What follows belongs to an exercise in optimizing a design on an open flow for small area, a short achievable clock period and few clock cycles; a production flow would make more cautious choices.
Only simulation tests tie the RTL to the original design; equivalence was not proved.
Power figures rest on the tool's default switching activity, not on a simulated workload.

==> flow/design.v, too long to show whole: its modules and the start of the top module <==
// module fibonacci: 1124 lines
module fibonacci (
    input  logic        clk_i,
    input  logic        rst_ni,
    input  logic        start_i,
    input  logic [31:0] n_i,
    output logic [31:0] result_o,
    output logic        busy_o
);
  // ...
==> flow/run.sh <==
#!/bin/bash
# synth_recipe.tcl (not shown) runs the flow's synth.tcl, then flattens the netlist and writes it again
# the make line also repeats each setting of config.mk as NAME=value (left out here)
make -C /OpenROAD-flow-scripts/flow DESIGN_CONFIG=/design/flow/config.mk WORK_HOME=/design/flow/orfs CLKGATE_MAP_FILE= SYNTH_SCRIPT=/design/flow/synth_recipe.tcl finish
==> flow/config.mk <==
export PLATFORM = sky130hd
export DESIGN_NAME = fibonacci
export DESIGN_NICKNAME = fibonacci
export VERILOG_FILES = /design/flow/design.v
export SDC_FILE = /design/flow/constraint.sdc
export NUM_CORES = 4
export LEC_CHECK = 0
export ABC_AREA = 1
export CAP_MARGIN = 20
export CORE_MARGIN = 2
export CORE_UTILIZATION = 40
export GPL_TIMING_DRIVEN = 0
export SLEW_MARGIN = 20
export SYNTH_MEMORY_MAX_BITS = 65536
==> flow/constraint.sdc <==
create_clock -name core_clock -period 5.0 [get_ports {clk_i}]
set_input_delay 1.0000 -clock core_clock [delete_from_list [all_inputs] [get_ports {clk_i}]]
set_output_delay 1.0000 -clock core_clock [all_outputs]
set_load 0.01 [all_outputs]
==> summary.txt, run 1 <==
# TYPE chip_impl_metric gauge
chip_impl_info{name="status",value="complete, but fails checks"} 1
chip_impl_info{name="so.violations",value="negative setup slack"} 1
chip_impl_metric{name="met2_routing_resource_usage_after_global_routing",unit=""} 0.619
chip_impl_metric{name="switching_power",unit="mW"} 2.41
chip_impl_metric{name="report.final.setup_viol",unit=""} 20
chip_impl_metric{name="multi_input_area_share",unit=""} 0.652
chip_impl_metric{name="shortest_clock_period_the_worst_path_allows_after_layout",unit="ps"} 5190
chip_impl_metric{name="die_h",unit="um"} 292
chip_impl_metric{name="power_frac_seq",unit=""} 0.339
chip_impl_metric{name="final.setup.worst_slack",unit="ps"} -195
chip_impl_info{name="synth_top_area_cell",value="nand2_1"} 1
chip_impl_metric{name="timing.final.crit_share",unit=""} 1.04
chip_impl_metric{name="synth.ff_latch_count",unit=""} 238
chip_impl_metric{name="dpl-instance-area",unit="um^2"} 35300
chip_impl_metric{name="synthesis.yosys.warnings",unit=""} 1
chip_impl_metric{name="total_power",unit="mW"} 5.97
chip_impl_metric{name="worst-endpoint-required",unit="ps"} 5500
chip_impl_metric{name="wl_met3",unit="um"} 29900
chip_impl_metric{name="port-buffer-count",unit=""} 55
chip_impl_metric{name="power_frac_clock",unit=""} 0.349
chip_impl_metric{name="met3_usage",unit=""} 0.169
chip_impl_info{name="synth_area_leaders",value="nand2_1, fa_1, edfxtp_1, nand3_1, inv_1"} 1
chip_impl_metric{name="area_delta_synth_final",unit="%"} 9.52
chip_impl_metric{name="layout.filler_cells",unit=""} 8929
chip_impl_metric{name="post_synth_num_cell_types",unit=""} 56
chip_impl_metric{name="tap_cells",unit=""} 1070
chip_impl_info{name="unrepaired_setup_endpoints_after_global_routing",value="yes"} 1
chip_impl_metric{name="multi_input_gates",unit=""} 4041
chip_impl_metric{name="timing.max_cap.violations",unit=""} 0
chip_impl_metric{name="start_util",unit=""} 0.405
chip_impl_metric{name="multi_input_area",unit="um^2"} 23800
chip_impl_metric{name="grt.overflow.total",unit=""} 0
chip_impl_metric{name="h-tree-depth",unit=""} 1
chip_impl_metric{name="wl_met2",unit="um"} 76500
chip_impl_metric{name="register_area",unit="um^2"} 6020
chip_impl_metric{name="first_global_vias",unit=""} 38000
chip_impl_info{name="postSynth.topFlopCell",value="edfxtp_1"} 1
chip_impl_metric{name="placedCellCount",unit=""} 6356
Testbench counts, summed over its fixed seeds: cycles 3,280.
==> run 2, diff against run 1 <==
--- a/flow/design.v
+++ b/flow/design.v
@@ -1,22 +1,24 @@
 module fibonacci (
     input  logic        clk_i,
     input  logic        rst_ni,
     input  logic        start_i,
     input  logic [31:0] n_i,
     output logic [31:0] result_o,
     output logic        busy_o
 );
-    logic        busy_q;
+    logic        busy_q, big_q;
     logic        ld_q, p0_q, p1_q, p2_q, p3_q;    
+    logic        gen_q, een_q;                    
     logic        b_q, last_q;                     
     logic        qg_q, qe_q, xg_q;                
+    logic        rsel_q, xsel_q;                  
     logic [4:0]  cnt_q;
-    logic [6:0]  wnd_q;
+    logic [6:0]  eva_q, oda_q;                    
     logic [31:0] x_q, ra_q, rb_q, c0_q, c1_q, c2_q;
     logic [31:0] above, lead;
     always_comb begin
         above[31] = 1'b0;
         for (int i = 30; i >= 0; i--) above[i] = above[i+1] | n_i[i+1];
     end
     assign lead = n_i & ~above;
     logic       big;
@@ -26,291 +28,93 @@
     always_comb begin
         wnd  = '0;
         cnt0 = '0;
         for (int i = 8; i < 32; i++) begin
             wnd  = wnd  | ({7{lead[i]}} & n_i[i-1 -: 7]);
             cnt0 = cnt0 | ({5{lead[i]}} & 5'(i - 8));
         end
     end
-    logic [6:0]  ev_i, od_i, ld_od;
-    logic [31:0] tab_ev, tab_od, tab_f, tab_fm1;
-    logic        odd;
-    assign ld_od = {1'b1, wnd_q[6:1]} - 7'(!wnd_q[0]);
-    assign ev_i  = ld_q ? {1'b1, wnd_q[6:1]} : n_i[7:1];
-    assign od_i  = ld_q ? ld_od : n_i[7:1];
-    assign odd   = ld_q ? wnd_q[0] : n_i[0];
+    logic [7:0]  ti;
+    logic [6:0]  eva, oda;
+    assign ti  = big ? {1'b1, wnd} : n_i[7:0];
+    assign eva = ti[7:1];
+    assign oda = ti[7:1] - 7'(big && !ti[0]);
+    logic [127:0] dec_ev, dec_od;
+    logic [31:0]  tab_ev, tab_od;
     always_comb begin
-        case (ev_i)
-            7'd0: tab_ev = 32'd0;
-            7'd1: tab_ev = 32'd1;
-            7'd2: tab_ev = 32'd3;
-            7'd3: tab_ev = 32'd8;
-            7'd4: tab_ev = 32'd21;
-            7'd5: tab_ev = 32'd55;
-            7'd6: tab_ev = 32'd144;
-            7'd7: tab_ev = 32'd377;
-            7'd8: tab_ev = 32'd987;
-            7'd9: tab_ev = 32'd2584;
-            7'd10: tab_ev = 32'd6765;
-            7'd11: tab_ev = 32'd17711;
-            7'd12: tab_ev = 32'd46368;
-            7'd13: tab_ev = 32'd121393;
-            7'd14: tab_ev = 32'd317811;
-            7'd15: tab_ev = 32'd832040;
-            7'd16: tab_ev = 32'd2178309;
-            7'd17: tab_ev = 32'd5702887;
-            7'd18: tab_ev = 32'd14930352;
-            7'd19: tab_ev = 32'd39088169;
-            7'd20: tab_ev = 32'd102334155;
-            7'd21: tab_ev = 32'd267914296;
-            7'd22: tab_ev = 32'd701408733;
-            7'd23: tab_ev = 32'd1836311903;
-            7'd24: tab_ev = 32'd512559680;
-            7'd25: tab_ev = 32'd3996334433;
-            7'd26: tab_ev = 32'd2886509027;
-            7'd27: tab_ev = 32'd368225352;
-            7'd28: tab_ev = 32'd2513134325;
-            7'd29: tab_ev = 32'd2876210327;
-            7'd30: tab_ev = 32'd1820529360;
-            7'd31: tab_ev = 32'd2585377753;
-            7'd32: tab_ev = 32'd1640636603;
-            7'd33: tab_ev = 32'd2336532056;
-            7'd34: tab_ev = 32'd1073992269;
-            7'd35: tab_ev = 32'd885444751;
-            7'd36: tab_ev = 32'd1582341984;
-            7'd37: tab_ev = 32'd3861581201;
-            7'd38: tab_ev = 32'd1412467027;
-            7'd39: tab_ev = 32'd375819880;
-            7'd40: tab_ev = 32'd4009959909;
-            7'd41: tab_ev = 32'd3064125255;
-            7'd42: tab_ev = 32'd887448560;
-            7'd43: tab_ev = 32'd3893187721;
-            7'd44: tab_ev = 32'd2202180011;
-            7'd45: tab_ev = 32'd2713352312;
-            7'd46: tab_ev = 32'd1642909629;
-            7'd47: tab_ev = 32'd2215376575;
-            7'd48: tab_ev = 32'd708252800;
-            7'd49: tab_ev = 32'd4204349121;
-            7'd50: tab_ev = 32'd3314859971;
-            7'd51: tab_ev = 32'd1445263496;
-            7'd52: tab_ev = 32'd1020930517;
-            7'd53: tab_ev = 32'd1617528055;
-            7'd54: tab_ev = 32'd3831653648;
-            7'd55: tab_ev = 32'd1287498297;
-            7'd56: tab_ev = 32'd30841243;
-            7'd57: tab_ev = 32'd3099992728;
-            7'd58: tab_ev = 32'd679202349;
-            7'd59: tab_ev = 32'd3232581615;
-            7'd60: tab_ev = 32'd428607904;
-            7'd61: tab_ev = 32'd2348209393;
-            7'd62: tab_ev = 32'd2321052979;
-            7'd63: tab_ev = 32'd319982248;
-            7'd64: tab_ev = 32'd2933861061;
-            7'd65: tab_ev = 32'd4186633639;
-            7'd66: tab_ev = 32'd1036105264;
-            7'd67: tab_ev = 32'd3216649449;
-            7'd68: tab_ev = 32'd23908491;
-            7'd69: tab_ev = 32'd1150043320;
-            7'd70: tab_ev = 32'd3426221469;
-            7'd71: tab_ev = 32'd538686495;
-            7'd72: tab_ev = 32'd2484805312;
-            7'd73: tab_ev = 32'd2620762145;
-            7'd74: tab_ev = 32'd1082513827;
-            7'd75: tab_ev = 32'd626779336;
-            7'd76: tab_ev = 32'd797824181;
-            7'd77: tab_ev = 32'd1766693207;
-            7'd78: tab_ev = 32'd207288144;
-            7'd79: tab_ev = 32'd3150138521;
-            7'd80: tab_ev = 32'd653192827;
-            7'd81: tab_ev = 32'd3104407256;
-            7'd82: tab_ev = 32'd70094349;
-            7'd83: tab_ev = 32'd1400843087;
-            7'd84: tab_ev = 32'd4132434912;
-            7'd85: tab_ev = 32'd2406527057;
-            7'd86: tab_ev = 32'd3087146259;
-            7'd87: tab_ev = 32'd2559944424;
-            7'd88: tab_ev = 32'd297719717;
-            7'd89: tab_ev = 32'd2628182023;
-            7'd90: tab_ev = 32'd3291859056;
-            7'd91: tab_ev = 32'd2952427849;
-            7'd92: tab_ev = 32'd1270457195;
-            7'd93: tab_ev = 32'd858943736;
-            7'd94: tab_ev = 32'd1306374013;
-            7'd95: tab_ev = 32'd3060178303;
-            7'd96: tab_ev = 32'd3579193600;
-            7'd97: tab_ev = 32'd3382435201;
-            7'd98: tab_ev = 32'd2273144707;
-            7'd99: tab_ev = 32'd3436998920;
-            7'd100: tab_ev = 32'd3742884757;
-            7'd101: tab_ev = 32'd3496688055;
-            7'd102: tab_ev = 32'd2452212112;
-            7'd103: tab_ev = 32'd3859948281;
-            7'd104: tab_ev = 32'd537698139;
-            7'd105: tab_ev = 32'd2048113432;
-            7'd106: tab_ev = 32'd1311674861;
-            7'd107: tab_ev = 32'd1886911151;
-            7'd108: tab_ev = 32'd54091296;
-            7'd109: tab_ev = 32'd2570330033;
-            7'd110: tab_ev = 32'd3361931507;
-            7'd111: tab_ev = 32'd3220497192;
-            7'd112: tab_ev = 32'd2004592773;
-            7'd113: tab_ev = 32'd2793281127;
-            7'd114: tab_ev = 32'd2080283312;
-            7'd115: tab_ev = 32'd3447568809;
-            7'd116: tab_ev = 32'd3967455819;
-            7'd117: tab_ev = 32'd4159831352;
-            7'd118: tab_ev = 32'd4217070941;
-            7'd119: tab_ev = 32'd4196414175;
-            7'd120: tab_ev = 32'd4077204288;
-            7'd121: tab_ev = 32'd3740231393;
-            7'd122: tab_ev = 32'd2848522595;
-            7'd123: tab_ev = 32'd510369096;
-            7'd124: tab_ev = 32'd2977551989;
-            7'd125: tab_ev = 32'd4127319575;
-            7'd126: tab_ev = 32'd814472144;
-            7'd127: tab_ev = 32'd2611064153;
-            default: tab_ev = 32'd0;
-        endcase
-    end
-    always_comb begin
-        case (od_i)
-            7'd0: tab_od = 32'd1;
-            7'd1: tab_od = 32'd2;
-            7'd2: tab_od = 32'd5;
-            7'd3: tab_od = 32'd13;
-            7'd4: tab_od = 32'd34;
-            7'd5: tab_od = 32'd89;
-            7'd6: tab_od = 32'd233;
-            7'd7: tab_od = 32'd610;
-            7'd8: tab_od = 32'd1597;
-            7'd9: tab_od = 32'd4181;
-            7'd10: tab_od = 32'd10946;
-            7'd11: tab_od = 32'd28657;
-            7'd12: tab_od = 32'd75025;
-            7'd13: tab_od = 32'd196418;
-            7'd14: tab_od = 32'd514229;
-            7'd15: tab_od = 32'd1346269;
-            7'd16: tab_od = 32'd3524578;
-            7'd17: tab_od = 32'd9227465;
-            7'd18: tab_od = 32'd24157817;
-            7'd19: tab_od = 32'd63245986;
-            7'd20: tab_od = 32'd165580141;
-            7'd21: tab_od = 32'd433494437;
-            7'd22: tab_od = 32'd1134903170;
-            7'd23: tab_od = 32'd2971215073;
-            7'd24: tab_od = 32'd3483774753;
-            7'd25: tab_od = 32'd3185141890;
-            7'd26: tab_od = 32'd1776683621;
-            7'd27: tab_od = 32'd2144908973;
-            7'd28: tab_od = 32'd363076002;
-            7'd29: tab_od = 32'd3239286329;
-            7'd30: tab_od = 32'd764848393;
-            7'd31: tab_od = 32'd3350226146;
-            7'd32: tab_od = 32'd695895453;
-            7'd33: tab_od = 32'd3032427509;
-            7'd34: tab_od = 32'd4106419778;
-            7'd35: tab_od = 32'd696897233;
-            7'd36: tab_od = 32'd2279239217;
-            7'd37: tab_od = 32'd1845853122;
-            7'd38: tab_od = 32'd3258320149;
-            7'd39: tab_od = 32'd3634140029;
-            7'd40: tab_od = 32'd3349132642;
-            7'd41: tab_od = 32'd2118290601;
-            7'd42: tab_od = 32'd3005739161;
-            7'd43: tab_od = 32'd2603959586;
-            7'd44: tab_od = 32'd511172301;
-            7'd45: tab_od = 32'd3224524613;
-            7'd46: tab_od = 32'd572466946;
-            7'd47: tab_od = 32'd2787843521;
-            7'd48: tab_od = 32'd3496096321;
-            7'd49: tab_od = 32'd3405478146;
-            7'd50: tab_od = 32'd2425370821;
-            7'd51: tab_od = 32'd3870634317;
-            7'd52: tab_od = 32'd596597538;
-            7'd53: tab_od = 32'd2214125593;
-            7'd54: tab_od = 32'd1750811945;
-            7'd55: tab_od = 32'd3038310242;
-            7'd56: tab_od = 32'd3069151485;
-            7'd57: tab_od = 32'd1874176917;
-            7'd58: tab_od = 32'd2553379266;
-            7'd59: tab_od = 32'd1490993585;
-            7'd60: tab_od = 32'd1919601489;
-            7'd61: tab_od = 32'd4267810882;
-            7'd62: tab_od = 32'd2293896565;
-            7'd63: tab_od = 32'd2613878813;
-            7'd64: tab_od = 32'd1252772578;
-            7'd65: tab_od = 32'd1144438921;
-            7'd66: tab_od = 32'd2180544185;
-            7'd67: tab_od = 32'd1102226338;
-            7'd68: tab_od = 32'd1126134829;
-            7'd69: tab_od = 32'd2276178149;
-            7'd70: tab_od = 32'd1407432322;
-            7'd71: tab_od = 32'd1946118817;
-            7'd72: tab_od = 32'd135956833;
-            7'd73: tab_od = 32'd2756718978;
-            7'd74: tab_od = 32'd3839232805;
-            7'd75: tab_od = 32'd171044845;
-            7'd76: tab_od = 32'd968869026;
-            7'd77: tab_od = 32'd2735562233;
-            7'd78: tab_od = 32'd2942850377;
-            7'd79: tab_od = 32'd1798021602;
-            7'd80: tab_od = 32'd2451214429;
-            7'd81: tab_od = 32'd1260654389;
-            7'd82: tab_od = 32'd1330748738;
-            7'd83: tab_od = 32'd2731591825;
-            7'd84: tab_od = 32'd2569059441;
-            7'd85: tab_od = 32'd680619202;
-            7'd86: tab_od = 32'd3767765461;
-            7'd87: tab_od = 32'd2032742589;
-            7'd88: tab_od = 32'd2330462306;
-            7'd89: tab_od = 32'd663677033;
-            7'd90: tab_od = 32'd3955536089;
-            7'd91: tab_od = 32'd2612996642;
-            7'd92: tab_od = 32'd3883453837;
-            7'd93: tab_od = 32'd447430277;
-            7'd94: tab_od = 32'd1753804290;
-            7'd95: tab_od = 32'd519015297;
-            7'd96: tab_od = 32'd4098208897;
-            7'd97: tab_od = 32'd3185676802;
-            7'd98: tab_od = 32'd1163854213;
-            7'd99: tab_od = 32'd305885837;
-            7'd100: tab_od = 32'd4048770594;
-            7'd101: tab_od = 32'd3250491353;
-            7'd102: tab_od = 32'd1407736169;
-            7'd103: tab_od = 32'd972717154;
-            7'd104: tab_od = 32'd1510415293;
-            7'd105: tab_od = 32'd3558528725;
-            7'd106: tab_od = 32'd575236290;
-            7'd107: tab_od = 32'd2462147441;
-            7'd108: tab_od = 32'd2516238737;
-            7'd109: tab_od = 32'd791601474;
-            7'd110: tab_od = 32'd4153532981;
-            7'd111: tab_od = 32'd3079062877;
-            7'd112: tab_od = 32'd788688354;
-            7'd113: tab_od = 32'd3581969481;
-            7'd114: tab_od = 32'd1367285497;
-            7'd115: tab_od = 32'd519887010;
-            7'd116: tab_od = 32'd192375533;
-            7'd117: tab_od = 32'd57239589;
-            7'd118: tab_od = 32'd4274310530;
-            7'd119: tab_od = 32'd4175757409;
-            7'd120: tab_od = 32'd3957994401;
-            7'd121: tab_od = 32'd3403258498;
-            7'd122: tab_od = 32'd1956813797;
-            7'd123: tab_od = 32'd2467182893;
-            7'd124: tab_od = 32'd1149767586;
-            7'd125: tab_od = 32'd982119865;
-            7'd126: tab_od = 32'd1796592009;
-            7'd127: tab_od = 32'd112688866;
-            default: tab_od = 32'd0;
-        endcase
+        for (int j = 0; j < 128; j++) begin
+            dec_ev[j] = (eva_q == 7'(j));
+            dec_od[j] = (oda_q == 7'(j));
+        end
     end
-    assign tab_f   = odd ? tab_od : tab_ev;
-    assign tab_fm1 = odd ? tab_ev : tab_od;
+    assign tab_ev[0] = |(dec_ev & 128'hb6db6db6db6db6db6db6db6db6db6db6);
+    assign tab_ev[1] = |(dec_ev & 128'h24924924924924924924924924924924);
+    assign tab_ev[2] = |(dec_ev & 128'h30c30c30c30c30c30c30c30c30c30c30);
+    assign tab_ev[3] = |(dec_ev & 128'h88f88f88f88f88f88f88f88f88f88f88);
+    assign tab_ev[4] = |(dec_ev & 128'hf0e463f0e463f0e463f0e463f0e463f0);
+    assign tab_ev[5] = |(dec_ev & 128'h162efca0f591162efca0f591162efca0);
+    assign tab_ev[6] = |(dec_ev & 128'hdfd24580fcbb6909283627d6dfd24580);
+    assign tab_ev[7] = |(dec_ev & 128'h428d6cf621929d7bbb3fdd29f4560140);
+    assign tab_ev[8] = |(dec_ev & 128'hcd68a77fd95864425954577086c55980);
+    assign tab_ev[9] = |(dec_ev & 128'h7396bb94519f41058e86c696d110a700);
+    assign tab_ev[10] = |(dec_ev & 128'hba623106c1c7d9ee6c67cab228f31800);
+    assign tab_ev[11] = |(dec_ev & 128'hc82d3b67cc4fa749959c70f0ab316600);
+    assign tab_ev[12] = |(dec_ev & 128'h59be3f2aa97275d6610dba1ce21df400);
+    assign tab_ev[13] = |(dec_ev & 128'ha3e98abd7abb4acf42dca503bed99000);
+    assign tab_ev[14] = |(dec_ev & 128'h7260985e2f13dc726c4aee0c309c6800);
+    assign tab_ev[15] = |(dec_ev & 128'hf83d8f52d7b57ed6a5acd2de8cc4f000);
+    assign tab_ev[16] = |(dec_ev & 128'hff695a76549ebfc50ca38d24f3972000);
+    assign tab_ev[17] = |(dec_ev & 128'h4a574eb3ab59c9cba751b3ad7ac60000);
+    assign tab_ev[18] = |(dec_ev & 128'h030ead1dc79d36713b8d4c8a254ac000);
+    assign tab_ev[19] = |(dec_ev & 128'h5e5f156e591f79bb5cb2e821b5708000);
+    assign tab_ev[20] = |(dec_ev & 128'h107fba9f7da84bc9e59720508aba0000);
+    assign tab_ev[21] = |(dec_ev & 128'h9abffc64bf2d02582ce966e02aa50000);
+    assign tab_ev[22] = |(dec_ev & 128'h1e7fc82dc839e8156770549b38ee0000);
+    assign tab_ev[23] = |(dec_ev & 128'hc624800a5b81942f3b96660959640000);
+    assign tab_ev[24] = |(dec_ev & 128'h956db017792ab81eb104710338e00000);
+    assign tab_ev[25] = |(dec_ev & 128'habe796d4b8399009e00b13b2a3380000);
+    assign tab_ev[26] = |(dec_ev & 128'h2a3b849dce355b6d00dc87f85fb00000);
+    assign tab_ev[27] = |(dec_ev & 128'h8edce61a5ae2f24f76930912e7e00000);
+    assign tab_ev[28] = |(dec_ev & 128'hfbe5aa71a3da830e921a06d899000000);
+    assign tab_ev[29] = |(dec_ev & 128'h75f78b80a853b88f06736f2966c00000);
+    assign tab_ev[30] = |(dec_ev & 128'h23fd4ebb5418246208ee497542800000);
+    assign tab_ev[31] = |(dec_ev & 128'hb7fae0ff8ef2834b6a46bb22b6000000);
+    assign tab_od[0] = |(dec_od & 128'h6db6db6db6db6db6db6db6db6db6db6d);
+    assign tab_od[1] = |(dec_od & 128'h92492492492492492492492492492492);
+    assign tab_od[2] = |(dec_od & 128'h0c30c30c30c30c30c30c30c30c30c30c);
+    assign tab_od[3] = |(dec_od & 128'h68168168168168168168168168168168);
+    assign tab_od[4] = |(dec_od & 128'h2004db2004db2004db2004db2004db20);
+    assign tab_od[5] = |(dec_od & 128'hbdbd49d00b92bdbd49d00b92bdbd49d0);
+    assign tab_od[6] = |(dec_od & 128'h8497aee00775e921758db1ae8497aee0);
+    assign tab_od[7] = |(dec_od & 128'hf75d172db4e8baef0f04962b9aebcc40);
+    assign tab_od[8] = |(dec_od & 128'h7d41b9649046ef085edae9e351713800);
+    assign tab_od[9] = |(dec_od & 128'h97144b3ae8020ccd129170be2d4dad80);
+    assign tab_od[10] = |(dec_od & 128'hb04782b17036785440c0fb5da9df3900);
+    assign tab_od[11] = |(dec_od & 128'h9e7d05e0fb7e2da11796923e577eec00);
+    assign tab_od[12] = |(dec_od & 128'hef0c03db24956274441fb5a438646200);
+    assign tab_od[13] = |(dec_od & 128'ha9316c896eb08afca6af4536cbc03c00);
+    assign tab_od[14] = |(dec_od & 128'he079fed8522878971cf23c3c82036800);
+    assign tab_od[15] = |(dec_od & 128'h664af223d65d996bbba0178d6837e000);
+    assign tab_od[16] = |(dec_od & 128'he2b44d1fa8e4b8f1275add2a22c95000);
+    assign tab_od[17] = |(dec_od & 128'h8d15b3bcaa4195fb5953f75765306000);
+    assign tab_od[18] = |(dec_od & 128'hc8dca1258e0234928b185de2557bc000);
+    assign tab_od[19] = |(dec_od & 128'h3b2c36ecfb81f1b5d9f2c19b0a920000);
+    assign tab_od[20] = |(dec_od & 128'hc21c52bc186d1f9e4eee79d3eab58000);
+    assign tab_od[21] = |(dec_od & 128'h85bc30eab992d8ef772bbc4395450000);
+    assign tab_od[22] = |(dec_od & 128'h03fc1cd7950c46c4b96312150e3c0000);
+    assign tab_od[23] = |(dec_od & 128'hb7cad8e2ef6814edcb3e019edf7a0000);
+    assign tab_od[24] = |(dec_od & 128'h4937f0f61e96f0fc82b00d19fffc0000);
+    assign tab_od[25] = |(dec_od & 128'heb79ed48bf0fe8f1b33adf7089480000);
+    assign tab_od[26] = |(dec_od & 128'h944bf2079204462223889336db000000);
+    assign tab_od[27] = |(dec_od & 128'h63d92182edb6d901ee421aa94f300000);
+    assign tab_od[28] = |(dec_od & 128'h2ccedbdba89110c0bd851e861aa00000);
+    assign tab_od[29] = |(dec_od & 128'h65c1e49356e8f68033d8c62f4e800000);
+    assign tab_od[30] = |(dec_od & 128'h57c6437554c684db3a4b23e4ad400000);
+    assign tab_od[31] = |(dec_od & 128'h0bc2da331d596624e5afadd6a3800000);
     logic [31:0] sq0, sq1, sq2;
     logic ts1;
     logic tc2;
     logic ts3;
     logic tc4;
     logic ts5;
     logic tc6;
     logic ts7;
@@ -1037,39 +841,36 @@
     assign tc364 = (tc306 & tc308) | (tc306 & ts309) | (tc308 & ts309);
     assign sq0 = {tc362, tc360, tc358, tc356, tc354, tc352, tc350, tc348, tc346, tc344, tc342, tc340, tc338, tc336, tc334, tc332, tc330, tc328, tc326, tc324, tc322, tc320, tc318, tc316, tc314, ts313, (result_o[0] & result_o[4]), result_o[2], (result_o[0] & result_o[2]), result_o[1], 1'b0, result_o[0]};
     assign sq1 = {ts363, ts361, ts359, ts357, ts355, ts353, ts351, ts349, ts347, ts345, ts343, ts341, ts339, ts337, ts335, ts333, ts331, ts329, ts327, ts325, ts323, ts321, ts319, ts317, ts315, (result_o[1] & result_o[4]), (result_o[1] & result_o[3]), (result_o[0] & result_o[3]), 1'b0, (result_o[0] & result_o[1]), 1'b0, 1'b0};
     assign sq2 = {ts311, ts307, ts303, ts299, ts295, ts291, ts287, ts283, ts279, ts275, ts271, ts267, ts263, ts259, ts255, ts251, ts247, ts243, ts239, ts235, ts231, (result_o[4] & result_o[5]), (result_o[3] & result_o[5]), (result_o[3] & result_o[4]), (result_o[2] & result_o[4]), (result_o[2] & result_o[3]), 1'b0, (result_o[1] & result_o[2]), 1'b0, 1'b0, 1'b0, 1'b0};
     logic [31:0] ga, ea, ts, tc, t1, gs, gc, es, ec, sum_g, sum_e, sum_xy;
     assign ts  = c0_q ^ c1_q ^ c2_q;
     assign tc  = (c0_q & c1_q) | (c0_q & c2_q) | (c1_q & c2_q);
     assign t1  = {tc[30:0], 1'b0};
-    assign ga  = ra_q & {32{p2_q | p3_q}};
-    assign ea  = ~rb_q & {32{p3_q}};
+    assign ga  = ra_q & {32{gen_q}};
+    assign ea  = ~rb_q & {32{een_q}};
     assign gs  = ts ^ t1 ^ ga;
     assign gc  = (ts & t1) | (ts & ga) | (t1 & ga);
     assign es  = ts ^ t1 ^ ea;
     assign ec  = (ts & t1) | (ts & ea) | (t1 & ea);
     assign sum_g  = gs + {gc[30:0], 1'b0};
-    assign sum_e  = es + {ec[30:0], p3_q};
+    assign sum_e  = es + {ec[30:0], een_q};
     assign sum_xy = result_o + x_q;
     logic accept;
     assign accept = start_i && !busy_q;
     always_ff @(posedge clk_i or negedge rst_ni) begin
         if (!rst_ni) begin
             busy_q   <= 1'b0;
             result_o <= 32'd0;
         end else begin
-            if (accept) begin
-                busy_q <= big;
-                if (!big) result_o <= tab_f;
-            end else if (p3_q && last_q) begin
-                busy_q <= 1'b0;
-            end
-            if (ld_q)      result_o <= tab_fm1;
+            if (accept)                    busy_q <= 1'b1;
+            else if (ld_q && !big_q)       busy_q <= 1'b0;
+            else if (p3_q && last_q)       busy_q <= 1'b0;
+            if (ld_q)      result_o <= rsel_q ? tab_od : tab_ev;
             else if (p0_q) result_o <= x_q;
             else if (p1_q) result_o <= sum_xy;
             else if (qg_q) result_o <= sum_g;
             else if (qe_q) result_o <= sum_e;
         end
     end
     always_ff @(posedge clk_i) begin
         c0_q <= sq0;
@@ -1078,44 +879,52 @@
     end
     always_ff @(posedge clk_i or negedge rst_ni) begin
         if (!rst_ni) begin
             ld_q <= 1'b0;
             p0_q <= 1'b0;
             p1_q <= 1'b0;
             p2_q <= 1'b0;
             p3_q <= 1'b0;
+            gen_q <= 1'b0;
+            een_q <= 1'b0;
             qg_q <= 1'b0;
             qe_q <= 1'b0;
             xg_q <= 1'b0;
         end else begin
-            ld_q <= accept && big;
-            p0_q <= ld_q || (p3_q && !last_q && b_q);
-            p1_q <= p0_q || (p3_q && !last_q && !b_q);
-            p2_q <= p1_q;
-            p3_q <= p2_q;
-            qg_q <= (p1_q && !b_q) || (p2_q && b_q && last_q);
-            qe_q <= p2_q && !(b_q && last_q);
-            xg_q <= p1_q || (p2_q && b_q);
+            ld_q  <= accept;
+            p0_q  <= (ld_q && big_q) || (p3_q && !last_q && b_q);
+            p1_q  <= p0_q || (p3_q && !last_q && !b_q);
+            p2_q  <= p1_q;
+            p3_q  <= p2_q;
+            gen_q <= p1_q || p2_q;
+            een_q <= p2_q;
+            qg_q  <= (p1_q && !b_q) || (p2_q && b_q && last_q);
+            qe_q  <= p2_q && !(b_q && last_q);
+            xg_q  <= p1_q || (p2_q && b_q);
         end
     end
     always_ff @(posedge clk_i) begin
         if (accept) begin
-            wnd_q <= wnd;
-            cnt_q <= cnt0;
+            big_q  <= big;
+            cnt_q  <= cnt0;
+            eva_q  <= eva;
+            oda_q  <= oda;
+            rsel_q <= ti[0] ^ big;
+            xsel_q <= ti[0];
         end
         if (ld_q) begin
             b_q    <= n_i[cnt_q];
             last_q <= (cnt_q == 5'd0);
         end else if (p3_q) begin
             b_q    <= n_i[cnt_q - 5'd1];
             last_q <= (cnt_q == 5'd1);
             cnt_q  <= cnt_q - 5'd1;
         end
-        if (ld_q)      x_q <= tab_f;
+        if (ld_q)      x_q <= xsel_q ? tab_od : tab_ev;
         else if (p0_q) x_q <= result_o;
         else if (xg_q) x_q <= sum_g;
         if (p1_q) begin
             ra_q <= sum_e;
             rb_q <= sum_e;
         end else if (p2_q) begin
             ra_q <= sum_e;
         end
==> flow/config.mk (replaced) <==
export PLATFORM = sky130hd
export DESIGN_NAME = fibonacci
export DESIGN_NICKNAME = fibonacci
export VERILOG_FILES = /design/flow/design.v
export SDC_FILE = /design/flow/constraint.sdc
export NUM_CORES = 4
export LEC_CHECK = 0
export ABC_AREA = 1
export CAP_MARGIN = 20
export CORE_MARGIN = 2
export CORE_UTILIZATION = 40
export SLEW_MARGIN = 20
==> summary.txt, run 2 <==
# TYPE chip_impl_metric gauge
chip_impl_metric{name="worst-path-max-fanout",unit=""} 8
chip_impl_metric{name="global_router_s_overall_resource_usage",unit=""} 0.495
chip_impl_info{name="post_synth_most_frequent_cells",value="nor2_1, nand2_1, inv_1"} 1
chip_impl_metric{name="numCtsBuffers",unit=""} 29
chip_impl_metric{name="path_clk_slew",unit="ps"} 70
chip_impl_metric{name="route.detailed.drc",unit=""} 0
chip_impl_info{name="crit_path_end",value="x_q[17]$_DFFE_PP_"} 1
chip_impl_info{name="clock_tree.root_cell",value="clkbuf_16"} 1
chip_impl_metric{name="grt.overflow.total",unit=""} 0
chip_impl_metric{name="worst_clock_skew",unit="ps"} 24.6
chip_impl_metric{name="timing.setup.tns",unit="ps"} 0
chip_impl_metric{name="route.detailed.vias_per_inst",unit=""} 6.61
chip_impl_metric{name="timing.critical_path.arrival",unit="ps"} 5190
chip_impl_metric{name="p_int",unit="mW"} 3.58
chip_impl_metric{name="wl_met3",unit="um"} 33200
chip_impl_metric{name="power.density",unit="nW/um^2"} 124
chip_impl_info{name="mostFrequentLayoutCells",value="nor2_1, nand2_1, inv_1"} 1
chip_impl_metric{name="total_power",unit="mW"} 4.67
chip_impl_metric{name="first_global_vias",unit=""} 41000
chip_impl_info{name="path_class",value="reg2reg"} 1
chip_impl_metric{name="post_route_cells_drive_above_1_share",unit=""} 0.0827
chip_impl_metric{name="worst_skew_pair.late_latency",unit="ps"} 600
chip_impl_metric{name="worst_pin_slew",unit="ps"} 1340
chip_impl_metric{name="drt-pass1-iter-count",unit=""} 14
chip_impl_metric{name="fp.dieW",unit="um"} 290
chip_impl_metric{name="post_detailed_placement_half_perimeter_wirelength",unit="um"} 165000
chip_impl_metric{name="power.share.combinational",unit=""} 0.045
chip_impl_metric{name="async_flop_share",unit=""} 0.169
chip_impl_info{name="status",value="finished clean"} 1
chip_impl_metric{name="peak_vdd_ir",unit="mV"} 0.289
chip_impl_metric{name="power_frac_clock",unit=""} 0.501
chip_impl_metric{name="core-area",unit="um^2"} 80700
chip_impl_metric{name="initial_antenna_violation_count",unit=""} 18
chip_impl_info{name="highest-signal-layer",value="met5"} 1
chip_impl_metric{name="grt_max_degree",unit=""} 59
chip_impl_metric{name="timing_max_transition_violations_final",unit=""} 0
chip_impl_metric{name="shortest_clock_period_the_worst_path_allows_after_layout",unit="ps"} 4860
chip_impl_metric{name="cts.repair_timing.setup_buffer_count",unit=""} 0
chip_impl_metric{name="synth_seq_area_share",unit=""} 0.194
chip_impl_metric{name="synth_largest_type_area_fraction",unit=""} 0.139
chip_impl_metric{name="routed-via-count",unit=""} 42200
chip_impl_metric{name="synth_edf_count",unit=""} 115
chip_impl_metric{name="clock_path_buffers",unit=""} 3
chip_impl_metric{name="synthesis.yosys.warnings",unit=""} 1
chip_impl_metric{name="clock.fmax",unit="MHz"} 206
chip_impl_metric{name="placedCellCount",unit=""} 6324
chip_impl_metric{name="placementRows",unit=""} 104
chip_impl_metric{name="power_frac_seq",unit=""} 0.454
chip_impl_metric{name="timing_hold_violations_final",unit=""} 0
chip_impl_metric{name="netlist_instances",unit=""} 5014
chip_impl_metric{name="worstRegToRegCells",unit=""} 15
chip_impl_metric{name="wl_met2",unit="um"} 84800
chip_impl_metric{name="area_delta_synth_final",unit="%"} 15.5
chip_impl_metric{name="top_level_ports",unit=""} 68
chip_impl_metric{name="drt-wirelength-per-cell",unit="um"} 33.3
chip_impl_metric{name="first_iteration_detailed_routing_drc_count",unit=""} 7640
chip_impl_info{name="worst_setup_path_start_kind",value="register"} 1
chip_impl_info{name="startpoint",value="eva_q[0]$_DFFE_PP_"} 1
chip_impl_info{name="unrepaired_setup_endpoints_after_global_routing",value="no"} 1
chip_impl_metric{name="die_h",unit="um"} 290
chip_impl_metric{name="layout.filler_cells",unit=""} 8070
chip_impl_metric{name="stdcell_count",unit=""} 6386
chip_impl_info{name="tritoncts",value="done"} 1
chip_impl_metric{name="worst-endpoint-required",unit="ps"} 5330
chip_impl_metric{name="clkSinkCount",unit=""} 249
chip_impl_metric{name="fin_nets",unit=""} 5687
chip_impl_info{name="timing.hold.worst.class",value="reg2reg"} 1
chip_impl_metric{name="post_synth_num_cell_types",unit=""} 57
chip_impl_metric{name="p_leak",unit="nW"} 21.1
chip_impl_metric{name="timing.max_cap.violations",unit=""} 0
chip_impl_info{name="postSynth.topFlopCell",value="edfxtp_1"} 1
chip_impl_info{name="synth_top_area_cell",value="fa_1"} 1
chip_impl_info{name="worst_setup_path_end_kind",value="register"} 1
chip_impl_metric{name="h-tree-depth",unit=""} 1
chip_impl_metric{name="grt_pass1_wl",unit="um"} 295000
chip_impl_metric{name="floorplan.die_area",unit="um^2"} 83900
chip_impl_metric{name="synth.ff_latch_count",unit=""} 249
chip_impl_metric{name="timing.max_slew.rel_slack",unit=""} 0.100
chip_impl_metric{name="syn_nets",unit=""} 5405
chip_impl_info{name="r2r_start",value="eva_q[0]$_DFFE_PP_"} 1
chip_impl_metric{name="cts_hold_repair_buffers",unit=""} 0
chip_impl_metric{name="wl",unit="um"} 213000
chip_impl_metric{name="report.final.setup_viol",unit=""} 0
chip_impl_metric{name="worst-r2r-setup-slack",unit="ps"} 140
chip_impl_metric{name="routabilityCongestion",unit=""} 1.18
chip_impl_metric{name="netlist_area_before_placement",unit="um^2"} 32700
chip_impl_info{name="worstReg2RegEnd",value="x_q[17]$_DFFE_PP_"} 1
chip_impl_metric{name="drt.antenna.violating_nets",unit=""} 0
chip_impl_metric{name="start_util",unit=""} 0.405
chip_impl_metric{name="netSwitchingFraction",unit=""} 0.235
chip_impl_metric{name="port-buffer-count",unit=""} 67
chip_impl_metric{name="synth_area_per_cell",unit="um^2"} 6.51
chip_impl_info{name="post-synth-top-count-cell",value="nor2_1"} 1
chip_impl_metric{name="routedLengthMet1",unit="um"} 73700
chip_impl_metric{name="timing.final.crit_share",unit=""} 0.973
chip_impl_info{name="synth_area_leaders",value="fa_1, nor2_1, edfxtp_1, nand2_1, inv_1"} 1
chip_impl_metric{name="switching_power",unit="mW"} 1.10
chip_impl_info{name="mostFrequentLayoutCell",value="nor2_1"} 1
## run 2: cell count changes after synthesis, moves of 119 or more
cell     previous run  this run
nand4_1           117       236
nand3_1           572       230
inv_1             671       827
nand2_1          1496       886
nor4_1              8       195
nor2_1            478       972
nor3_1             38       192
o21ai_0           317       123
## run 2: worst max-delay path, cell delays in order (launching register included)
cell and delay, ps:
edfxtp_1 520, inv_1 150, nor2_1 50, inv_1 250
nor2_1 70, inv_1 380, nor2_1 350, inv_1 170
nand2_1 130, nor4_1 980, nand4_1 430, nor4_1 560
buf_4 230, a21oi_1 60, o21ai_0 130, o211ai_1 110
## run 2: final cells by class
type,count,area (um^2),share of cell area
Antenna cell,7,17.5,0.000465
Tap cell,1060,1330,0.0352
Timing Repair Buffer,419,3330,0.0883
Clock buffer,38,790,0.0209
Multi-Input combinational cell,3738,22400,0.595
Sequential cell,249,6350,0.169
Inverter,859,3220,0.0855
Clock inverter,16,228,0.00604
## run 2: routing by layer
layer | track usage | vias up
li1 | - | 17100
met1 | 0.579 | 19600
met2 | 0.714 | 4152
met3 | 0.224 | 1300
met4 | 0.349 | 26
met5 | 0.0386 | -
## run 2: power groups by stage
stage | combinational [mW] | sequential (mW) | clock (mW)
after floorplan | 0.0988 | 2.17 | 0
after global placement | 0.210 | 2.16 | 0
after detailed placement | 0.209 | 2.16 | 0
after CTS | 0.209 | 2.12 | 2.31
after global routing | 0.230 | 2.12 | 2.39
final | 0.212 | 2.12 | 2.34
## run 2: worst min path at each step
| stage | startpoint | to | depth (start not counted) |
|---|---|---|---|
| after floorplan | p2_q$_DFF_PN0_ | p3_q$_DFF_PN0_ | 0 |
| after global placement | p2_q$_DFF_PN0_ | p3_q$_DFF_PN0_ | 0 |
| after detailed placement | p2_q$_DFF_PN0_ | p3_q$_DFF_PN0_ | 0 |
| after CTS | p2_q$_DFF_PN0_ | p3_q$_DFF_PN0_ | 0 |
| after global routing | p2_q$_DFF_PN0_ | p3_q$_DFF_PN0_ | 0 |
| final | p2_q$_DFF_PN0_ | p3_q$_DFF_PN0_ | 0 |
## run 2: logic make-up (layout without fill, tap and decap cells)
logic type	after synthesis	count (layout)	share of synthesized area
other	0	7	0
adders and majority gates	356	356	0.188
DFF	249	249	0.194
AOI/OAI and AO/OA	519	519	0.0944
xor gates and xnor gates	102	102	0.0274
buffers and inverters	1027	1332	0.119
and+or+nand+nor	2761	2761	0.376
## run 2: timing repair
action                     CTS  global route
gates resized for setup      0             2
setup endpoints to repair    0             2
hold endpoints to repair     0             0
## run 2: metrics by stage
step,instance area (um^2),setup slack [ps],hold slack (ps),utilization
after floorplan,32700,993,375,-
after global placement,36700,206,407,0.454
after detailed placement,36700,159,414,0.454
after CTS,37700,265,448,0.467
after global routing,37700,54.3,467,0.467
final,37700,137,448,0.467
Testbench counts of run 2, summed over its fixed seeds: cycles 3,413.
==> run 3, diff against run 2 <==
--- a/flow/config.mk
+++ b/flow/config.mk
@@ -9,4 +9,5 @@
 export CAP_MARGIN = 20
 export CORE_MARGIN = 2
 export CORE_UTILIZATION = 40
+export GPL_TIMING_DRIVEN = 0
 export SLEW_MARGIN = 20
==> summary.txt, run 3 <==
# TYPE chip_impl_metric gauge
chip_impl_metric{name="first_global_vias",unit=""} 40100
chip_impl_metric{name="clock.fmax",unit="MHz"} 186
chip_impl_metric{name="drt.antenna.violating_nets",unit=""} 0
chip_impl_metric{name="synth_seq_area_share",unit=""} 0.194
chip_impl_metric{name="layout.filler_cells",unit=""} 8277
chip_impl_metric{name="fin_util",unit=""} 0.446
chip_impl_metric{name="fin_nets",unit=""} 5500
chip_impl_metric{name="routabilityCongestion",unit=""} 1.25
chip_impl_metric{name="clock_path_buffers",unit=""} 3
chip_impl_metric{name="wl",unit="um"} 218000
chip_impl_metric{name="shortest_clock_period_the_worst_path_allows_after_layout",unit="ps"} 5380
chip_impl_metric{name="grt_pass1_wl",unit="um"} 298000
chip_impl_metric{name="finish.instance_area",unit="um^2"} 36000
chip_impl_info{name="dominant_combinational_cell_family_by_area_after_synthesis",value="simple AND/OR/NAND/NOR gates"} 1
chip_impl_metric{name="worst_clock_skew",unit="ps"} 38.7
chip_impl_metric{name="synth.ff_latch_count",unit=""} 249
chip_impl_metric{name="dpl-instance-area",unit="um^2"} 34800
chip_impl_metric{name="synthesis.yosys.warnings",unit=""} 1
chip_impl_metric{name="cts_hold_repair_buffers",unit=""} 0
chip_impl_metric{name="path_clk_slew",unit="ps"} 70
chip_impl_metric{name="post_detailed_placement_half_perimeter_wirelength",unit="um"} 173000
chip_impl_metric{name="synth_simple_gate_area_frac",unit=""} 0.376
chip_impl_metric{name="placedCellCount",unit=""} 6135
chip_impl_metric{name="switching_power",unit="mW"} 1.15
chip_impl_metric{name="initial_antenna_violation_count",unit=""} 13
chip_impl_metric{name="placementRows",unit=""} 104
chip_impl_info{name="worstReg2RegEnd",value="x_q[24]$_DFFE_PP_"} 1
chip_impl_metric{name="power.density",unit="nW/um^2"} 124
chip_impl_metric{name="start_util",unit=""} 0.405
chip_impl_info{name="timing.hold.worst.class",value="in2async"} 1
chip_impl_metric{name="clkSinkCount",unit=""} 249
chip_impl_metric{name="grt.overflow.total",unit=""} 0
chip_impl_info{name="so.violations",value="negative setup slack"} 1
chip_impl_metric{name="timing.max_slew.rel_slack",unit=""} 0.0625
chip_impl_info{name="cpMaxStageDelayCell",value="nor4_1"} 1
chip_impl_info{name="synth_top_area_cell",value="fa_1"} 1
chip_impl_info{name="synth_area_leaders",value="fa_1, nor2_1, edfxtp_1, nand2_1, inv_1"} 1
chip_impl_metric{name="worst_skew_pair.late_latency",unit="ps"} 640
chip_impl_info{name="status",value="complete, but fails checks"} 1
chip_impl_metric{name="report.final.setup_viol",unit=""} 22
chip_impl_metric{name="area_delta_synth_final",unit="%"} 10.2
chip_impl_metric{name="power_frac_clock",unit=""} 0.484
chip_impl_info{name="worst_setup_path_end_kind",value="register"} 1
chip_impl_metric{name="port-buffer-count",unit=""} 52
chip_impl_metric{name="netlist_area_before_placement",unit="um^2"} 32700
chip_impl_info{name="post_synth_most_frequent_cells",value="nor2_1, nand2_1, inv_1"} 1
chip_impl_metric{name="synth-compound-area-share",unit=""} 0.0944
chip_impl_metric{name="synth_edf_count",unit=""} 115
chip_impl_metric{name="synth_largest_type_area_fraction",unit=""} 0.139
chip_impl_metric{name="syn_nets",unit=""} 5405
chip_impl_metric{name="floorplan.die_area",unit="um^2"} 83900
chip_impl_info{name="post-synth-top-count-cell",value="nor2_1"} 1
chip_impl_metric{name="timing_max_transition_violations_final",unit=""} 0
chip_impl_metric{name="timing.final.crit_share",unit=""} 1.08
chip_impl_info{name="postSynth.topFlopCell",value="edfxtp_1"} 1
chip_impl_metric{name="synth_area_per_cell",unit="um^2"} 6.51
chip_impl_metric{name="route.detailed.drc",unit=""} 0
chip_impl_metric{name="power.share.combinational",unit=""} 0.040
chip_impl_metric{name="total_power",unit="mW"} 4.46
chip_impl_metric{name="power_frac_seq",unit=""} 0.476
chip_impl_metric{name="h-tree-depth",unit=""} 1
chip_impl_metric{name="route.detailed.vias_per_inst",unit=""} 6.74
chip_impl_info{name="r2r_start",value="eva_q[0]$_DFFE_PP_"} 1
chip_impl_metric{name="synthMuxAreaShare",unit=""} 0
chip_impl_info{name="clock_tree.root_cell",value="clkbuf_16"} 1
chip_impl_info{name="mostFrequentLayoutCells",value="nor2_1, nand2_1, inv_1"} 1
chip_impl_info{name="startpoint",value="eva_q[0]$_DFFE_PP_"} 1
chip_impl_metric{name="xor_and_xnor_fraction_of_the_mapped_netlist_area",unit=""} 0.0274
chip_impl_metric{name="top_level_ports",unit=""} 68
chip_impl_metric{name="p_int",unit="mW"} 3.31
chip_impl_metric{name="fin_hold_ws",unit="ps"} 350
chip_impl_info{name="crit_path_end",value="x_q[24]$_DFFE_PP_"} 1
chip_impl_metric{name="worst_pin_slew",unit="ps"} 1390
chip_impl_metric{name="peak_vdd_ir",unit="mV"} 0.284
chip_impl_info{name="tritoncts",value="done"} 1
chip_impl_metric{name="grt_max_degree",unit=""} 33
chip_impl_info{name="mostFrequentLayoutCell",value="nor2_1"} 1
chip_impl_metric{name="drt-pass1-iter-count",unit=""} 13
chip_impl_metric{name="final.setup.worst_slack",unit="ps"} -384
chip_impl_info{name="path_class",value="reg2reg"} 1
chip_impl_metric{name="p_leak",unit="nW"} 19.7
chip_impl_metric{name="crit_path_max_incr_delay",unit="ps"} 880
chip_impl_metric{name="timing.critical_path.arrival",unit="ps"} 5750
chip_impl_metric{name="worstRegToRegCells",unit=""} 14
chip_impl_metric{name="worst-endpoint-required",unit="ps"} 5370
chip_impl_metric{name="die_h",unit="um"} 290
chip_impl_metric{name="fp.dieW",unit="um"} 290
chip_impl_metric{name="stdcell_count",unit=""} 6198
chip_impl_metric{name="timing_hold_violations_final",unit=""} 0
chip_impl_metric{name="post_route_cells_drive_above_1_share",unit=""} 0.0372
chip_impl_metric{name="drt-wirelength-per-cell",unit="um"} 35.1
chip_impl_metric{name="routed-via-count",unit=""} 41800
chip_impl_metric{name="netSwitchingFraction",unit=""} 0.257
chip_impl_metric{name="netlist_instances",unit=""} 5014
chip_impl_metric{name="async_flop_share",unit=""} 0.169
chip_impl_metric{name="first_iteration_detailed_routing_drc_count",unit=""} 7861
chip_impl_info{name="worst_setup_path_start_kind",value="register"} 1
chip_impl_metric{name="worst-path-max-fanout",unit=""} 10
chip_impl_metric{name="worst-r2r-setup-slack",unit="ps"} -380
chip_impl_metric{name="global_router_s_overall_resource_usage",unit=""} 0.507
chip_impl_metric{name="numCtsBuffers",unit=""} 30
chip_impl_metric{name="synthAdderAreaFrac",unit=""} 0.188
chip_impl_info{name="timing.critical_path.cells",value="nor2_1 -> inv_1 -> nor2_1 -> inv_1 -> clkbuf_1 -> nor2_1 -> inv_1 -> nand4_1 -> nor4_1 -> nand4_1 -> nor3_1 -> a21oi_1 -> o21ai_0 -> o211ai_1"} 1
chip_impl_metric{name="core-area",unit="um^2"} 80700
chip_impl_metric{name="post_synth_num_cell_types",unit=""} 57
chip_impl_metric{name="timing.max_cap.violations",unit=""} 0
[run 3: cell counts after synthesis]
Identical to the previous run, type by type.
[run 3: logic make-up after synthesis]
logic type	Yosys count
simple gates	2761
buf+inv	1027
compound gates	519
fa+ha+maj	356
flops	249
xor+xnor	102
[run 3: worst min path at each step]
stage	from	endpoint	slack, ps
3_5_place_dp	p2_q$_DFF_PN0_	p3_q$_DFF_PN0_	390
6_report	rst_ni	gen_q$_DFF_PN0_	350
3_3_place_gp	p2_q$_DFF_PN0_	p3_q$_DFF_PN0_	380
5_1_grt	rst_ni	gen_q$_DFF_PN0_	370
2_1_floorplan	p2_q$_DFF_PN0_	p3_q$_DFF_PN0_	370
4_1_cts	rst_ni	gen_q$_DFF_PN0_	350
[run 3: power groups by stage]
stage               logic, mW  registers (mW)  clock network (mW)
floorplan              0.0988            2.17                   0
global placement        0.168            2.17                   0
detailed placement      0.170            2.16                   0
CTS                     0.172            2.12                2.13
global route            0.193            2.12                2.21
finish                  0.177            2.12                2.16
[run 3: worst max-delay path: cells and delay by family (launching register included)]
kind,cells,cell delay (ps)
buffers and inverters,4,1340
and+or+nand+nor,7,2850
AOI/OAI and AO/OA,3,440
DFF,1,500
[run 3: layer usage]
| layer | share of wire | GRT usage | vias to the layer above |
|---|---|---|---|
| li1 | - | - | 16700 |
| met1 | 0.35 | 0.609 | 19500 |
| met2 | 0.39 | 0.699 | 4247 |
| met3 | 0.16 | 0.236 | 1262 |
| met4 | 0.099 | 0.380 | 18 |
| met5 | 0.0011 | 0.0136 | - |
[run 3: layout make-up]
class | count | area (um^2) | share of cell area
timing repair buffer | 65 | 686 | 0.0191
antenna | 5 | 12.5 | 0.000348
multi-input combinational | 3738 | 22800 | 0.633
sequential | 249 | 6350 | 0.176
inverter | 859 | 3230 | 0.0898
tap | 1060 | 1330 | 0.0369
clock buffer | 37 | 787 | 0.0219
buffer | 166 | 674 | 0.0187
clock inverter | 19 | 153 | 0.00424
[run 3: repair_timing]
item                                    4_1_cts  5_1_grt
gates resized for setup                      16       33
endpoints found under the setup margin       47       42
buffers inserted                              0        3
pin swaps                                     0        1
[run 3: stage by stage]
stage | TNS (ps) | setup slack (ps)
global route | -7.16 | -7.16
CTS | 0 | 0.748
global placement | -13310 | -912
floorplan | 0 | 993
detailed placement | -10620 | -653
finish | -2350 | -384
==> run 4, diff against run 3 <==
--- a/flow/config.mk
+++ b/flow/config.mk
@@ -9,5 +9,5 @@
 export CAP_MARGIN = 20
 export CORE_MARGIN = 2
 export CORE_UTILIZATION = 40
-export GPL_TIMING_DRIVEN = 0
+export PLACE_DENSITY = 0.7
 export SLEW_MARGIN = 20
==> summary.txt, run 4 <==
# TYPE chip_impl_metric gauge
chip_impl_metric{name="start_util",unit=""} 0.405
chip_impl_metric{name="core-area",unit="um^2"} 80700
chip_impl_info{name="post_synth_most_frequent_cells",value="nor2_1, nand2_1, inv_1"} 1
chip_impl_metric{name="path_clk_slew",unit="ps"} 70
chip_impl_metric{name="shortest_clock_period_the_worst_path_allows_after_layout",unit="ps"} 5140
chip_impl_metric{name="worst_clock_skew",unit="ps"} 38.9
chip_impl_metric{name="timing.max_cap.violations",unit=""} 0
chip_impl_metric{name="drt-pass1-iter-count",unit=""} 11
chip_impl_metric{name="dp_slack",unit="ps"} 80.0
chip_impl_metric{name="timing_max_transition_violations_final",unit=""} 0
chip_impl_metric{name="final.setup.worst_slack",unit="ps"} -140
chip_impl_info{name="startpoint",value="eva_q[0]$_DFFE_PP_"} 1
chip_impl_metric{name="synth.ff_latch_count",unit=""} 249
chip_impl_info{name="post-synth-top-count-cell",value="nor2_1"} 1
chip_impl_metric{name="peak_vdd_ir",unit="mV"} 0.321
chip_impl_metric{name="first_iteration_detailed_routing_drc_count",unit=""} 8309
chip_impl_metric{name="p_leak",unit="nW"} 20.9
chip_impl_info{name="tritoncts",value="done"} 1
chip_impl_metric{name="synth_area_per_cell",unit="um^2"} 6.51
chip_impl_metric{name="worst-r2r-setup-slack",unit="ps"} -140
chip_impl_metric{name="power.density",unit="nW/um^2"} 122
chip_impl_metric{name="grt.overflow.total",unit=""} 0
chip_impl_metric{name="synthesis.yosys.warnings",unit=""} 1
chip_impl_metric{name="fin_hold_ws",unit="ps"} 470
chip_impl_metric{name="switching_power",unit="mW"} 1.14
chip_impl_info{name="synth_top_area_cell",value="fa_1"} 1
chip_impl_metric{name="fp.dieW",unit="um"} 290
chip_impl_metric{name="timing.max_slew.rel_slack",unit=""} 0.135
chip_impl_metric{name="wl",unit="um"} 216000
chip_impl_info{name="worst_setup_path_start_kind",value="register"} 1
chip_impl_metric{name="synth_seq_area_share",unit=""} 0.194
chip_impl_info{name="mostFrequentLayoutCells",value="nor2_1, nand2_1, inv_1"} 1
chip_impl_metric{name="post_synth_num_cell_types",unit=""} 57
chip_impl_metric{name="synth_largest_type_area_fraction",unit=""} 0.139
chip_impl_info{name="clock_tree.root_cell",value="clkbuf_16"} 1
chip_impl_metric{name="synth_edf_count",unit=""} 115
chip_impl_info{name="r2r_start",value="eva_q[0]$_DFFE_PP_"} 1
chip_impl_metric{name="global_router_s_overall_resource_usage",unit=""} 0.504
chip_impl_metric{name="grt_pass1_wl",unit="um"} 300000
chip_impl_metric{name="drt.antenna.violating_nets",unit=""} 0
chip_impl_metric{name="route.detailed.drc",unit=""} 0
chip_impl_metric{name="h-tree-depth",unit=""} 1
chip_impl_metric{name="numCtsBuffers",unit=""} 30
chip_impl_info{name="synth_area_leaders",value="fa_1, nor2_1, edfxtp_1, nand2_1, inv_1"} 1
chip_impl_metric{name="timing.critical_path.arrival",unit="ps"} 5500
chip_impl_metric{name="timing_hold_violations_final",unit=""} 0
chip_impl_metric{name="post_route_cells_drive_above_1_share",unit=""} 0.0744
chip_impl_metric{name="routed-via-count",unit=""} 42400
chip_impl_metric{name="worst-endpoint-required",unit="ps"} 5360
chip_impl_metric{name="netlist_area_before_placement",unit="um^2"} 32700
chip_impl_metric{name="placementRows",unit=""} 104
chip_impl_metric{name="grt_max_degree",unit=""} 59
chip_impl_info{name="postSynth.topFlopCell",value="edfxtp_1"} 1
chip_impl_metric{name="port-buffer-count",unit=""} 67
chip_impl_metric{name="top_level_ports",unit=""} 68
chip_impl_metric{name="clkSinkCount",unit=""} 249
chip_impl_info{name="so.violations",value="negative setup slack"} 1
chip_impl_metric{name="power_frac_clock",unit=""} 0.489
chip_impl_info{name="mostFrequentLayoutCell",value="nor2_1"} 1
chip_impl_metric{name="worst_pin_slew",unit="ps"} 1290
chip_impl_metric{name="finish.instance_area",unit="um^2"} 37300
chip_impl_metric{name="netSwitchingFraction",unit=""} 0.252
chip_impl_info{name="timing.hold.worst.class",value="in2async"} 1
chip_impl_metric{name="clock.fmax",unit="MHz"} 195
chip_impl_metric{name="area_delta_synth_final",unit="%"} 14.2
chip_impl_metric{name="netlist_instances",unit=""} 5014
chip_impl_info{name="path_class",value="reg2reg"} 1
chip_impl_info{name="status",value="complete, but fails checks"} 1
chip_impl_metric{name="timing.final.crit_share",unit=""} 1.03
chip_impl_metric{name="first_global_vias",unit=""} 41000
chip_impl_metric{name="syn_nets",unit=""} 5405
chip_impl_info{name="unrepaired_setup_endpoints_after_global_routing",value="no"} 1
chip_impl_info{name="worst_setup_path_end_kind",value="register"} 1
chip_impl_metric{name="drt-wirelength-per-cell",unit="um"} 34.1
chip_impl_metric{name="clock_path_buffers",unit=""} 3
chip_impl_metric{name="power_frac_seq",unit=""} 0.467
chip_impl_metric{name="routabilityCongestion",unit=""} 1.24
chip_impl_metric{name="fin_nets",unit=""} 5637
chip_impl_metric{name="dpl-instance-area",unit="um^2"} 36300
chip_impl_metric{name="layout.filler_cells",unit=""} 8022
chip_impl_metric{name="worst-path-max-fanout",unit=""} 7
chip_impl_metric{name="power.share.combinational",unit=""} 0.045
chip_impl_metric{name="report.final.setup_viol",unit=""} 1
chip_impl_metric{name="die_h",unit="um"} 290
chip_impl_metric{name="async_flop_share",unit=""} 0.169
chip_impl_metric{name="post_detailed_placement_half_perimeter_wirelength",unit="um"} 168000
chip_impl_metric{name="p_int",unit="mW"} 3.40
chip_impl_metric{name="route.detailed.vias_per_inst",unit=""} 6.69
chip_impl_metric{name="initial_antenna_violation_count",unit=""} 15
chip_impl_metric{name="floorplan.die_area",unit="um^2"} 83900
chip_impl_metric{name="worst_skew_pair.late_latency",unit="ps"} 630
-- run 4: cell count changes in the layout (fill, tap and decap cells not counted), moves of 22 or more --
cell and change:
nor4_2 -22, nor4_1 +24, clkbuf_1 -126, nor2_1 +32, buf_4 +291, nor2_2 -32
-- run 4: through the flow --
stage                     cells   util  total power [mW]  setup TNS, ps
after global routing       6331  0.462              4.61              0
after floorplan            5014      -              2.26              0
after global placement     6273  0.450              2.37              0
after CTS                  6329  0.462              4.51              0
final                      6340  0.462              4.54           -140
after detailed placement   6273  0.450              2.36              0
-- run 4: power by group through the flow --
stage               clock network [mW]  registers (mW)  logic [mW]
floorplan                            0            2.17      0.0988
global placement                     0            2.16       0.202
detailed placement                   0            2.16       0.199
CTS                               2.19            2.12       0.200
global route                      2.27            2.12       0.221
finish                            2.22            2.12       0.203
-- run 4: path summary, 6_finish.rpt --
path,endpoint,depth (start not counted)
worst min-delay path,result_o[31]$_DFFE_PN0P_,1
min in group core_clock,p3_q$_DFF_PN0_,0
worst max-delay path,x_q[30]$_DFFE_PP_,14
worst max register to register,x_q[30]$_DFFE_PP_,14
worst min register to register,p3_q$_DFF_PN0_,0
max in group asynchronous,p1_q$_DFF_PN0_,2
-- run 4: metal layers --
layer / global-route usage / vias to the layer above / wire length (um)
met3: 0.229 / 1411 / 33900
met1: 0.588 / 19700 / 74600
met2: 0.711 / 4292 / 84800
met4: 0.395 / 22 / 23000
met5: 0.0210 / - / 209
li1: - / 17000 / -
-- run 4: repair_timing --
action                                 4_1_cts  5_1_grt
setup endpoints to repair                    0        1
endpoints found under the hold margin        0        0
resized for setup                            0        1
hold buffers                                 0        0
buffers inserted                             0        0
-- run 4: cell families (layout without fill, tap and decap cells) --
kind of cell / Yosys count / count (layout) / synth area share
simple gates: 2761 / 2761 / 0.376
fa+ha+maj: 356 / 356 / 0.188
compound gates: 519 / 519 / 0.0944
xor+xnor: 102 / 102 / 0.0274
other cells: 0 / 10 / 0
buf+inv: 1027 / 1283 / 0.119
flops: 249 / 249 / 0.194
-- run 4: layout make-up --
cell class / instances / area [um^2] / area share
sequential: 249 / 6350 / 0.170
multi-input combinational: 3738 / 22500 / 0.602
clock inverter: 15 / 115 / 0.00309
clock buffer: 41 / 853 / 0.0229
inverter: 859 / 3220 / 0.0864
timing repair buffer: 368 / 2950 / 0.0790
tap: 1060 / 1330 / 0.0356
antenna: 10 / 25.0 / 0.000671
-- run 4: worst max-delay path, cell delays in order (launching register included) --
cell,delay (ps)
edfxtp_1,610
inv_1,190
nor2_1,50
inv_1,190
nor2_1,90
inv_1,350
nor2_1,240
nor2_1,840
nand2_1,110
nor3_1,320
nand4_1,500
nor4_1,800
buf_4,260
a21oi_1,90
a211o_1,240

static timing again, ports no longer ideal:
How much do the figures lean on ideal ports? The routed layouts below were timed once more, with nothing changed but the port constraints. Step 1 sets driving cells, clkbuf_16 on the clock port and buf_2 on the other inputs (assumed; they add their load-dependent delay and slew). Step 2 times the ports against the registers' clock, not the clock port: input delays grow and output delays shrink by t, the midpoint of the rising clock arrivals with the driver on. a / b / c = ideal / step 1 / step 2; a / b = the first two.
run | t, ns | setup slack, ns | hold WS [ns] | worst setup path after step 2 | worst slew at a driven data input, ns
run 1 | 0.655 | -0.195 / -0.195 / -0.802 | 0.419 / 0.404 / 0.513 | input to register | 0.05
run 2 | 0.663 | 0.137 / 0.137 / 0.133 | 0.448 / 0.448 / 0.448 | input to register | 0.08
run 3 | 0.696 | -0.384 / -0.384 / -0.384 | 0.350 / 0.294 / 0.410 | register to register | 0.04
run 4 | 0.675 | -0.140 / -0.140 / -0.140 | 0.470 / 0.439 / 0.518 | register to register | 0.04
The setup slack of run 1, which loses most, moves by 0.000 ns with the drivers and by -0.607 ns with both steps.
